Source: an optimization exercise on an open RTL-to-GDS flow (aim: small area). Production flows keep margins and buffers that such runs may drop. The RTL was checked by simulation tests, not by an equivalence proof against the original design. Power and IR drop assume default switching activity.

==> build 15 <==
==> flow/design.v <==
`timescale 1ns / 1ps
module debounce(input logic clk, input logic rst, input logic button, output logic pulse);
  logic [4:0] cnt;
  always_ff @(posedge clk)
    if (rst)
      cnt <= 5'd0;
    else if (cnt == 5'd0)
      cnt <= button ? 5'd25 : 5'd0;
    else
      cnt <= cnt - 5'd1;
  assign pulse = (cnt == 5'd25);
endmodule
`timescale 1ns / 1ps
module instruction(
    input logic [4:0] readAddress,
    output logic [15:0] readData,
    output logic [15:0] readData2
    );
    logic [4:0] a;
    assign a = readAddress;
    assign readData[0] = (a == 5'd1) | (a == 5'd3) | (a == 5'd5) | (a == 5'd7) | (a == 5'd9) | (a == 5'd12) | (a == 5'd13) | (a == 5'd17) | (a == 5'd18) | (a == 5'd19);
    assign readData[1] = (a == 5'd4) | (a == 5'd5) | (a == 5'd17) | (a == 5'd18) | (a == 5'd19);
    assign readData[2] = (a == 5'd0) | (a == 5'd1) | (a == 5'd6) | (a == 5'd7) | (a == 5'd15) | (a == 5'd17);
    assign readData[3] = (a == 5'd17);
    assign readData[4] = (a == 5'd3) | (a == 5'd7) | (a == 5'd9) | (a == 5'd14) | (a == 5'd17) | (a == 5'd18);
    assign readData[5] = (a == 5'd13) | (a == 5'd14) | (a == 5'd15) | (a == 5'd17) | (a == 5'd18);
    assign readData[6] = (a == 5'd14);
    assign readData[7] = (a == 5'd14);
    assign readData[8] = (a == 5'd1) | (a == 5'd5) | (a == 5'd11) | (a == 5'd13) | (a == 5'd14) | (a == 5'd16);
    assign readData[9] = (a == 5'd10) | (a == 5'd11) | (a == 5'd14) | (a == 5'd15);
    assign readData[10] = (a == 5'd4) | (a == 5'd5) | (a == 5'd11) | (a == 5'd12) | (a == 5'd14) | (a == 5'd16);
    assign readData[11] = (a == 5'd11) | (a == 5'd14) | (a == 5'd16) | (a == 5'd19);
    assign readData[12] = (a == 5'd0) | (a == 5'd1) | (a == 5'd4) | (a == 5'd5) | (a == 5'd10) | (a == 5'd11) | (a == 5'd12) | (a == 5'd13) | (a == 5'd19);
    assign readData[13] = (a == 5'd0) | (a == 5'd1) | (a == 5'd4) | (a == 5'd5) | (a == 5'd8) | (a == 5'd9) | (a == 5'd10) | (a == 5'd11) | (a == 5'd12) | (a == 5'd13) | (a == 5'd16) | (a == 5'd18);
    assign readData[14] = (a == 5'd14) | (a == 5'd15) | (a == 5'd18);
    assign readData[15] = (a == 5'd13) | (a == 5'd16) | (a == 5'd18);
    assign readData2[0] = (a == 5'd0) | (a == 5'd2) | (a == 5'd4) | (a == 5'd6) | (a == 5'd8) | (a == 5'd11) | (a == 5'd12) | (a == 5'd16) | (a == 5'd17) | (a == 5'd18);
    assign readData2[1] = (a == 5'd3) | (a == 5'd4) | (a == 5'd16) | (a == 5'd17) | (a == 5'd18);
    assign readData2[2] = (a == 5'd0) | (a == 5'd5) | (a == 5'd6) | (a == 5'd14) | (a == 5'd16) | (a == 5'd31);
    assign readData2[3] = (a == 5'd16);
    assign readData2[4] = (a == 5'd2) | (a == 5'd6) | (a == 5'd8) | (a == 5'd13) | (a == 5'd16) | (a == 5'd17);
    assign readData2[5] = (a == 5'd12) | (a == 5'd13) | (a == 5'd14) | (a == 5'd16) | (a == 5'd17);
    assign readData2[6] = (a == 5'd13);
    assign readData2[7] = (a == 5'd13);
    assign readData2[8] = (a == 5'd0) | (a == 5'd4) | (a == 5'd10) | (a == 5'd12) | (a == 5'd13) | (a == 5'd15);
    assign readData2[9] = (a == 5'd9) | (a == 5'd10) | (a == 5'd13) | (a == 5'd14);
    assign readData2[10] = (a == 5'd3) | (a == 5'd4) | (a == 5'd10) | (a == 5'd11) | (a == 5'd13) | (a == 5'd15);
    assign readData2[11] = (a == 5'd10) | (a == 5'd13) | (a == 5'd15) | (a == 5'd18);
    assign readData2[12] = (a == 5'd0) | (a == 5'd3) | (a == 5'd4) | (a == 5'd9) | (a == 5'd10) | (a == 5'd11) | (a == 5'd12) | (a == 5'd18) | (a == 5'd31);
    assign readData2[13] = (a == 5'd0) | (a == 5'd3) | (a == 5'd4) | (a == 5'd7) | (a == 5'd8) | (a == 5'd9) | (a == 5'd10) | (a == 5'd11) | (a == 5'd12) | (a == 5'd15) | (a == 5'd17) | (a == 5'd31);
    assign readData2[14] = (a == 5'd13) | (a == 5'd14) | (a == 5'd17);
    assign readData2[15] = (a == 5'd12) | (a == 5'd15) | (a == 5'd17);
endmodule
`timescale 1ns / 1ps
module controller(
        input logic clk,
        input logic rst,
        input logic [15:0] RDinst,
        input logic [7:0] regData1,    
        input logic [7:0] regData2,    
        input logic [7:0] memData,     
        output logic regWrite,
        output logic memWrite,
        output logic [3:0] Adress,
        output logic [7:0] Data,
        output logic jmp
    );
    logic [3:0] op;
    assign op = RDinst[15:12];
    always_ff @(posedge clk) begin
        if (rst) begin
            regWrite <= 1'b0;
            memWrite <= 1'b0;
        end else begin
            regWrite <= (op == 4'd2) || (op == 4'd3) || (op == 4'd4) || (op == 4'd5);
            memWrite <= (op == 4'd0) || (op == 4'd1);
        end
        jmp <= ((op == 4'd10) || (op == 4'd11)) && (regData1 == regData2);
        Adress <= (op[2] | op[0]) ? RDinst[11:8] : RDinst[7:4];
        Data <= op[2] ? regData1 + regData2 :
                op[0] ? RDinst[7:0] :
                op[1] ? memData : regData2;
    end
endmodule
`timescale 1ns / 1ps
module registerFile(
    input logic clk,
    input logic reset,
    input logic writeEnable,
    input logic [3:0] A1,
    input logic [3:0] A2,
    input logic [3:0] A3,
    input logic [7:0] WD3,
    output logic [7:0] RD1,
    output logic [7:0] RD2
    );
    logic [15:0][7:0] registerArr;
    logic [7:0] wd;
    assign wd = reset ? 8'd0 : WD3;
    genvar i;
    generate
        for (i = 0; i < 16; i = i + 1) begin : g_entry
            always_ff @(posedge clk)
                if (reset || (writeEnable && A3 == i))
                    registerArr[i] <= wd;
        end
    endgenerate
        assign RD1 = registerArr[A1];
    assign RD2 = registerArr[A2];
endmodule
`timescale 1ns / 1ps
module dataMemory(
    input logic clk,
    input logic reset,
    input logic WE,
    input logic [3:0] A,
    input logic [3:0] A2,
    input logic [3:0] address,
    input logic [7:0] WD,
    output logic [7:0] RD,
    output logic [7:0] RD2
    );
    logic [15:0][7:0] memory;
    logic [7:0] wd;
    assign wd = reset ? 8'd0 : WD;
    genvar i;
    generate
        for (i = 0; i < 16; i = i + 1) begin : g_entry
            always_ff @(posedge clk)
                if (reset || (WE && address == i))
                    memory[i] <= wd;
        end
    endgenerate
        assign RD = memory[A];
    assign RD2 = memory[A2];
endmodule
`timescale 1ns / 1ps
module SevSeg_4digit(
 input clk, 
 input rst,
 input [3:0] in3, in2, in1, in0,  
 output [6:0]seg, output logic dp,  
 output [3:0] an    
 );
localparam N = 4;
logic [N-1:0] count;
always@ (posedge clk)
	if (rst)
		count <= {N{1'b0}};
	else
		count <= count + 1;
logic [4:0]digit_val;  
logic [3:0]digit_en;   
always@ (*)
 begin
 digit_en = 4'b1111;  
 digit_val = in0;  
  case(count[N-1:N-2])  
   2'b00 :   
    begin
     digit_val = {1'b0, in0};
     digit_en = 4'b1110;
    end
   2'b01:   
    begin
     digit_val = {1'b0, in1};
     digit_en = 4'b1101;
    end
   2'b10:   
    begin
     digit_val = {1'b1, in2};
     digit_en = 4'b1011;
    end
   2'b11:   
    begin
     digit_val = {1'b0, in3};
     digit_en = 4'b0111;
    end
  endcase
 end
logic [6:0] sseg_LEDs; 
always @(*)
 begin 
  sseg_LEDs = 7'b1111111;  
  case( digit_val)
   5'd0 : sseg_LEDs = 7'b1000000;  
   5'd1 : sseg_LEDs = 7'b1111001;  
   5'd2 : sseg_LEDs = 7'b0100100;  
   5'd3 : sseg_LEDs = 7'b0110000;  
   5'd4 : sseg_LEDs = 7'b0011001;  
   5'd5 : sseg_LEDs = 7'b0010010;  
   5'd6 : sseg_LEDs = 7'b0000010;  
   5'd7 : sseg_LEDs = 7'b1111000;  
   5'd8 : sseg_LEDs = 7'b0000000;  
   5'd9 : sseg_LEDs = 7'b0010000;  
   5'd10: sseg_LEDs = 7'b0001000;  
   5'd11: sseg_LEDs = 7'b0000011;  
   5'd12: sseg_LEDs = 7'b1000110;  
   5'd13: sseg_LEDs = 7'b0100001;  
   5'd14: sseg_LEDs = 7'b0000110;  
   5'd15: sseg_LEDs = 7'b0001110;  
   5'd16: sseg_LEDs = 7'b0110111;  
   default : sseg_LEDs = 7'b0111111;  
  endcase
 end
assign an = digit_en;
assign seg = sseg_LEDs; 
assign dp = 1'b1;  
endmodule
`timescale 1ns / 1ps
module TopModule(
        input logic clk,
        input logic rst,
        input middleB,
        input upB,
        input leftB,
        input rightB,
        input downB,
        input [15:0] sw,
        output logic [6:0] seg,
        output logic dp,
        output logic [3:0] an,
        output logic [15:0] led
    );
    logic rightButtonPushed, leftButtonPushed, downButtonPushed, middleButtonPushed, upButtonPushed;
    debounce debounceModuleForRight(clk, rst, rightB, rightButtonPushed);
    debounce debounceModuleForLeft(clk, rst, leftB, leftButtonPushed);
    debounce debounceModuleForDown(clk, rst, downB, downButtonPushed);
    debounce debounceModuleForMid(clk, rst, middleB, middleButtonPushed);
    debounce debounceModuleForUp(clk, rst, upB, upButtonPushed);
    logic [4:0] Ains;
    logic [15:0] RDinst;
    logic [15:0] RDinst2;
    logic [7:0] RD1reg;
    logic [7:0] RD2reg;
    logic [3:0] Amem;
    logic [7:0] RDmem;
    logic [7:0] RDmem2;
    logic regWrite;
    logic memWrite;
    logic [7:0] Data;
    logic [3:0] Adress;
    logic jmp;
    logic reset;
    logic takeFromSw;
    logic [15:0] cntInput;
    logic clearMem;
    always_ff @(posedge clk) begin
        if (rst) begin
            takeFromSw <= 0;
            reset <= 0;
            Amem <= 0;
            Ains <= 0;
        end else if (rightButtonPushed) begin
            takeFromSw <= 0;
            reset <= 0;
            Amem <= Amem + 4'd1;
        end else if (leftButtonPushed) begin
            takeFromSw <= 0;
            reset <= 0;
            Amem <= Amem - 4'd1;
        end else if (downButtonPushed) begin
            takeFromSw <= 0;
            reset <= 0;
            if (jmp)
                Ains <= cntInput[12:8];
            else
                Ains <= Ains + 5'd1;
        end else if (upButtonPushed) begin
            reset <= 1;
            takeFromSw <= 0;
        end else if (middleButtonPushed) begin
            takeFromSw <= 1;
            reset <= 0;
        end
    end
    instruction instruction(Ains, RDinst, RDinst2);
    assign led = RDinst2;
    always_ff @(posedge clk)
        if (rst)
            cntInput <= 0;
        else if (takeFromSw)
            cntInput <= sw;
        else
            cntInput <= RDinst;
    controller controller(clk, rst, cntInput, RD1reg, RD2reg, RDmem2,
                          regWrite, memWrite, Adress, Data, jmp);
    assign clearMem = reset | rst;
    registerFile register(clk, clearMem, regWrite, cntInput[7:4], cntInput[3:0], Adress, Data, RD1reg, RD2reg);
    dataMemory memoryModule(clk, clearMem, memWrite, Amem, cntInput[3:0], Adress, Data, RDmem, RDmem2);
    SevSeg_4digit displayModule(clk, rst, Amem, 4'd1, RDmem[7:4], RDmem[3:0], seg, dp, an);
endmodule
==> flow/run.sh <==
#!/bin/bash
# synth_recipe.tcl (not shown) runs the flow's synth.tcl, then flattens the netlist and writes it again
# the make line also repeats each setting of config.mk as NAME=value (left out here)
make -C /OpenROAD-flow-scripts/flow DESIGN_CONFIG=/design/flow/config.mk WORK_HOME=/design/flow/orfs CLKGATE_MAP_FILE= SYNTH_SCRIPT=/design/flow/synth_recipe.tcl finish
==> flow/config.mk <==
export PLATFORM = sky130hd
export DESIGN_NAME = TopModule
export DESIGN_NICKNAME = TopModule
export VERILOG_FILES = /design/flow/design.v
export SDC_FILE = /design/flow/constraint.sdc
export NUM_CORES = 4
export LEC_CHECK = 0
export CAP_MARGIN = 20
export CORE_MARGIN = 2
export CORE_UTILIZATION = 40
export CTS_BUF_LIST = sky130_fd_sc_hd__clkbuf_4
export SLEW_MARGIN = 20
==> flow/constraint.sdc <==
create_clock -name core_clock -period 6.0 [get_ports {clk}]
set_input_delay 1.2000 -clock core_clock [delete_from_list [all_inputs] [get_ports {clk}]]
set_output_delay 1.2000 -clock core_clock [all_outputs]
set_load 0.01 [all_outputs]
==> inputs of build 54, as changes to build 15 <==
==> flow/design.v, changed modules only <==
module debounce(input logic clk, input logic rst, input logic button, output logic pulse);
  logic [4:0] s;
  logic fb;
  assign fb = (s == 5'd0) ? button : (~s[4] ^ (s[1] & ~s[2]));
  always_ff @(posedge clk)
    if (rst)
      s <= 5'd0;
    else
      s <= {s[3:0], fb};
  assign pulse = (s == 5'd1);
endmodule
module controller(
        input logic clk,
        input logic kill,              
        input logic [15:0] RDinst,
        input logic [7:0] regData1,    
        input logic [7:0] regData2,    
        input logic [7:0] memData,     
        output logic regWrite,
        output logic memWrite,
        output logic [3:0] Adress,
        output logic [7:0] Data,
        output logic jmp
    );
    logic [3:0] op;
    assign op = RDinst[15:12];
    logic [7:0] p, g, sum;
    logic [8:0] cy;
    assign p = regData1 ^ regData2;
    assign g = regData1 & regData2;
    assign cy[0] = 1'b0;
    genvar k;
    generate
        for (k = 0; k < 8; k = k + 1) begin : g_add
            assign cy[k + 1] = g[k] | (p[k] & cy[k]);
        end
    endgenerate
    assign sum = p ^ cy[7:0];
    always_ff @(posedge clk) begin
        if (kill) begin
            regWrite <= 1'b0;
            memWrite <= 1'b0;
            jmp <= 1'b0;
        end else begin
            regWrite <= (op == 4'd2) || (op == 4'd3) || (op == 4'd4) || (op == 4'd5);
            memWrite <= (op == 4'd0) || (op == 4'd1);
            jmp <= ((op == 4'd10) || (op == 4'd11)) && (p == 8'd0);
        end
        Adress <= (op[2] | op[0]) ? RDinst[11:8] : RDinst[7:4];
        Data <= op[2] ? sum :
                op[0] ? RDinst[7:0] :
                op[1] ? memData : regData2;
    end
endmodule
module registerFile(
    input logic clk,
    input logic reset,
    input logic writeEnable,
    input logic [3:0] A1,
    input logic [3:0] A2,
    input logic [3:0] A3,
    input logic [7:0] WD3,
    output logic [7:0] RD1,
    output logic [7:0] RD2
    );
    logic [15:0][7:0] registerArr;
    logic [7:0] wd;
    assign wd = reset ? 8'hff : ~WD3;
    genvar i;
    generate
        for (i = 0; i < 16; i = i + 1) begin : g_entry
            always_ff @(posedge clk)
                if (reset || (writeEnable && A3 == i))
                    registerArr[i] <= wd;
        end
    endgenerate
    always_comb begin
        RD1 = 8'd0;
        RD2 = 8'd0;
        for (int j = 0; j < 16; j = j + 1) begin
            RD1 = RD1 | (~registerArr[j] & {8{A1 == j}});
            RD2 = RD2 | (~registerArr[j] & {8{A2 == j}});
        end
    end
endmodule
module dataMemory(
    input logic clk,
    input logic reset,
    input logic WE,
    input logic [3:0] A,
    input logic [3:0] A2,
    input logic [3:0] address,
    input logic [7:0] WD,
    output logic [7:0] RD,
    output logic [7:0] RD2
    );
    logic [15:0][7:0] memory;
    logic [7:0] wd;
    assign wd = reset ? 8'hff : ~WD;
    genvar i;
    generate
        for (i = 0; i < 16; i = i + 1) begin : g_entry
            always_ff @(posedge clk)
                if (reset || (WE && address == i))
                    memory[i] <= wd;
        end
    endgenerate
    always_comb begin
        RD = 8'd0;
        RD2 = 8'd0;
        for (int j = 0; j < 16; j = j + 1) begin
            RD = RD | (~memory[j] & {8{A == j}});
            RD2 = RD2 | (~memory[j] & {8{A2 == j}});
        end
    end
endmodule
module TopModule(
        input logic clk,
        input logic rst,
        input middleB,
        input upB,
        input leftB,
        input rightB,
        input downB,
        input [15:0] sw,
        output logic [6:0] seg,
        output logic dp,
        output logic [3:0] an,
        output logic [15:0] led
    );
    logic rightButtonPushed, leftButtonPushed, downButtonPushed, middleButtonPushed, upButtonPushed;
    debounce debounceModuleForRight(clk, rst, rightB, rightButtonPushed);
    debounce debounceModuleForLeft(clk, rst, leftB, leftButtonPushed);
    debounce debounceModuleForDown(clk, rst, downB, downButtonPushed);
    debounce debounceModuleForMid(clk, rst, middleB, middleButtonPushed);
    debounce debounceModuleForUp(clk, rst, upB, upButtonPushed);
    logic [4:0] Ains;
    logic [15:0] RDinst;
    logic [15:0] RDinst2;
    logic [7:0] RD1reg;
    logic [7:0] RD2reg;
    logic [3:0] Amem;
    logic [7:0] RDmem;
    logic [7:0] RDmem2;
    logic regWrite;
    logic memWrite;
    logic [7:0] Data;
    logic [3:0] Adress;
    logic jmp;
    logic reset;
    logic takeFromSw;
    logic [15:0] cntInput;
    logic clearMem;
    always_ff @(posedge clk) begin
        if (rst) begin
            takeFromSw <= 0;
            reset <= 0;
            Amem <= 0;
            Ains <= 0;
        end else if (rightButtonPushed) begin
            takeFromSw <= 0;
            reset <= 0;
            Amem <= Amem + 4'd1;
        end else if (leftButtonPushed) begin
            takeFromSw <= 0;
            reset <= 0;
            Amem <= Amem - 4'd1;
        end else if (downButtonPushed) begin
            takeFromSw <= 0;
            reset <= 0;
            if (jmp)
                Ains <= cntInput[12:8];
            else
                Ains <= Ains + 5'd1;
        end else if (upButtonPushed) begin
            reset <= 1;
            takeFromSw <= 0;
        end else if (middleButtonPushed) begin
            takeFromSw <= 1;
            reset <= 0;
        end
    end
    instruction instruction(Ains, RDinst, RDinst2);
    assign led = RDinst2;
    always_ff @(posedge clk)
        if (takeFromSw)
            cntInput <= sw;
        else
            cntInput <= RDinst;
    logic rstd, kill;
    always_ff @(posedge clk)
        rstd <= rst;
    assign kill = rst | rstd;
    controller controller(clk, kill, cntInput, RD1reg, RD2reg, RDmem2,
                          regWrite, memWrite, Adress, Data, jmp);
    assign clearMem = reset | rst;
    registerFile register(clk, clearMem, regWrite, cntInput[7:4], cntInput[3:0], Adress, Data, RD1reg, RD2reg);
    dataMemory memoryModule(clk, clearMem, memWrite, Amem, cntInput[3:0], Adress, Data, RDmem, RDmem2);
    SevSeg_4digit displayModule(clk, rst, Amem, 4'd1, RDmem[7:4], RDmem[3:0], seg, dp, an);
endmodule
==> flow/flow/run.sh (new file) <==
#!/bin/bash
# Own layout flow: the standard synthesis, then the combinational logic
# between the (unchanged) registers is re-mapped by ABC with a stronger
# area script, then the standard layout from that netlist on, with
# clock-tree and port-buffer options for area. Each tool logs to its own file.
set -euo pipefail
HERE=$(pwd)
RES=$HERE/orfs/results/$FLOW_PLATFORM/TopModule/base
LIB=$FLOW_HOME/platforms/$FLOW_PLATFORM/lib/sky130_fd_sc_hd__tt_025C_1v80.lib

# 1. standard synthesis (the standard flow's own, unchanged)
bash standard.sh synth > log_synth.txt 2>&1

# 2. re-map the combinational logic; registers stay as they are
cp $RES/1_2_yosys.v $HERE/netlist_std.v
cp $RES/1_2_yosys.v $RES/1_2_yosys_std.v
python3 flow/split_lib.py $LIB $HERE/comb.lib $HERE/seq.lib > log_split.txt 2>&1
DU=""
for c in $(grep -A40 '^export DONT_USE_CELLS' $FLOW_HOME/platforms/$FLOW_PLATFORM/config.mk | grep -o 'sky130_fd_sc_hd__[a-z0-9_]*'); do
  DU="$DU -dont_use $c"
done
cat > $HERE/reopt.ys <<EOY
read_liberty -ignore_miss_func -ignore_miss_data_latch $HERE/comb.lib
read_liberty -lib $HERE/seq.lib
read_verilog $HERE/netlist_std.v
hierarchy -top $FLOW_TOP
flatten
opt_clean -purge
abc -script $HERE/flow/abc_area.script -liberty $LIB $DU
opt_clean -purge
hilomap -singleton -hicell sky130_fd_sc_hd__conb_1 HI -locell sky130_fd_sc_hd__conb_1 LO
splitnets
opt_clean -purge
insbuf -buf sky130_fd_sc_hd__buf_4 A X
tee -o $HERE/reopt_stat.txt stat -liberty $LIB
write_verilog -noattr -nohex -nodec $HERE/netlist_reopt.v
EOY
yosys -l log_reopt.txt -q -s $HERE/reopt.ys > /dev/null 2>&1
rm -f $HERE/comb.lib $HERE/seq.lib
cp $HERE/netlist_reopt.v $RES/1_2_yosys.v
touch $RES/1_2_yosys.v

# 3. the rest of the standard layout
export CTS_ARGS="-sink_clustering_enable -repair_clock_nets -dont_use_dummy_load -buf_list sky130_fd_sc_hd__clkbuf_8 -sink_clustering_size 20 -sink_clustering_max_diameter 60"
export BUFFER_PORTS_ARGS="-buffer_cell sky130_fd_sc_hd__buf_1"
bash standard.sh > log_layout.txt 2>&1
==> flow/flow/abc_area.script (new file) <==
strash; balance; rewrite; refactor; balance; rewrite; rewrite -z; balance; refactor -z; rewrite -z; balance; dc2; balance; rewrite; refactor; balance; rewrite; rewrite -z; balance; refactor -z; rewrite -z; balance; &get -n; &dch -f; &nf -p -R 1000 -F 8 -A 4; &put; topo
==> flow/flow/split_lib.py (new file) <==
# Split the platform's liberty file into its combinational cells (comb.lib)
# and its sequential cells (seq.lib), so that Yosys can model the former as
# logic and keep the latter (the registers) as black boxes.
import re, sys
txt = open(sys.argv[1]).read()
i = txt.index('cell (')
header = txt[:i]
cells = []
pos = i
while True:
    j = txt.find('cell (', pos)
    if j < 0:
        break
    k = txt.index('{', j)
    depth = 1
    p = k + 1
    while depth:
        c = txt[p]
        if c == '{':
            depth += 1
        elif c == '}':
            depth -= 1
        p += 1
    cells.append(txt[j:p])
    pos = p
comb = [c for c in cells if not re.search(r'\b(ff|latch|statetable)\s*\(', c)]
seq = [c for c in cells if re.search(r'\b(ff|latch|statetable)\s*\(', c)]
open(sys.argv[2], 'w').write(header + '\n'.join(comb) + '\n}\n')
open(sys.argv[3], 'w').write(header + '\n'.join(seq) + '\n}\n')
==> flow/standard.sh (new file) <==
#!/bin/bash
# synth_recipe.tcl (not shown) runs the flow's synth.tcl, then flattens the netlist and writes it again
# the make line also repeats each setting of config.mk as NAME=value (left out here)
make -C /OpenROAD-flow-scripts/flow DESIGN_CONFIG=/design/flow/config.mk WORK_HOME=/design/flow/orfs CLKGATE_MAP_FILE= SYNTH_SCRIPT=/design/flow/synth_recipe.tcl "${@:-finish}"
--- a/flow/config.mk
+++ b/flow/config.mk
@@ -7,2 +7,3 @@
 export LEC_CHECK = 0
+export ABC_AREA = 1
 export CAP_MARGIN = 20
@@ -10,3 +11,3 @@
 export CORE_UTILIZATION = 40
-export CTS_BUF_LIST = sky130_fd_sc_hd__clkbuf_4
+export GPL_TIMING_DRIVEN = 0
 export SLEW_MARGIN = 20
removed: flow/run.sh
==> impl_metrics.ini <==
[outcome]
outcome = complete, no violations

[power]
total_power_mw = 4.561
pwr-share-seq_pct = 60.9

[grt]
track_usage_pct = 26.28
grt_pass1_wl_mm = 69.58

[final_layout]
finalNonFillerCells = 1735
multi_input_gates = 845
nNonClkInverters = 25
buffers = 54
multi_input_area_um2 = 4721
drive_gt1_share_pct = 3.203

[setup_path]
crit_start = Amem[1]$_SDFFE_PP0P_
rr_startpoint = cntInput[3]$_DFF_P_
path_max_fanout = 8

[sta]
period_share_pct = 88.69

[drt]
wl_met2_mm = 20.92
vias_per_cell = 6.790

[clock_network]
h-tree-depth = 1

[logic_synthesis]
synth.cell_area_um2 = 13920

[floorplanning]
nWellTaps = 455
-- figures above: build 54

==> impl_metrics.ini <==
[drt]
wl_met2_mm = 19.24

[setup_path]
rr_startpoint = cntInput[4]$_SDFF_PP0_
crit_path_end_kind = output port
crit_start = Amem[0]$_SDFFE_PP0P_

[final_layout]
drive_gt1_share_pct = 26.77
multi_input_gates = 675
multi_input_area_um2 = 6878
nNonClkInverters = 41
finalNonFillerCells = 1803
buffers = 72

[clock_network]
clk_path_buf_depth = 3
h-tree-depth = 3

[floorplanning]
nWellTaps = 532

[power]
pwr-share-seq_pct = 46.1
p_clk_share_pct = 29.0
total_power_mw = 6.780

[sta]
setup_viol = 0

[grt]
grt_max_degree = 58
track_usage_pct = 19.42

[logic_synthesis]
synth.cell_area_um2 = 16460

[outcome]
outcome = complete, no violations
-- figures above: build 15

[afterwards: timing with drivers on the ports]
No port has a modelled driver above. Below, the same layouts with a new extraction and two added sets of constraints. Step 1 (the two cells are an assumption about what drives the block):
set clk [get_ports {clk}]
set_driving_cell -lib_cell sky130_fd_sc_hd__clkbuf_16 $clk
set_driving_cell -lib_cell sky130_fd_sc_hd__buf_2 [delete_from_list [all_inputs] $clk]
Step 2, shift: input delay + t, output delay - t, t = (earliest + latest rising clock arrival at the registers) / 2. This alone moves slack from input paths to output paths. a / b / c = ideal / step 1 / step 2; a / b = the first two.
| run | t (ns) | setup WS [ns] | slew at the worst register clock pin (ns) | worst data-port slew with drivers (ns) | cell pins on the clock port's net |
|---|---|---|---|---|---|
| build 15 | 0.771 | 0.372 / 0.326 / 1.097 | 0.08 / 0.08 | 0.05 | 1 |
| build 54 | 0.630 | 0.679 / 0.629 / 1.259 | 0.11 / 0.11 | 0.04 | 1 |
After both steps every run listed still meets setup and hold.
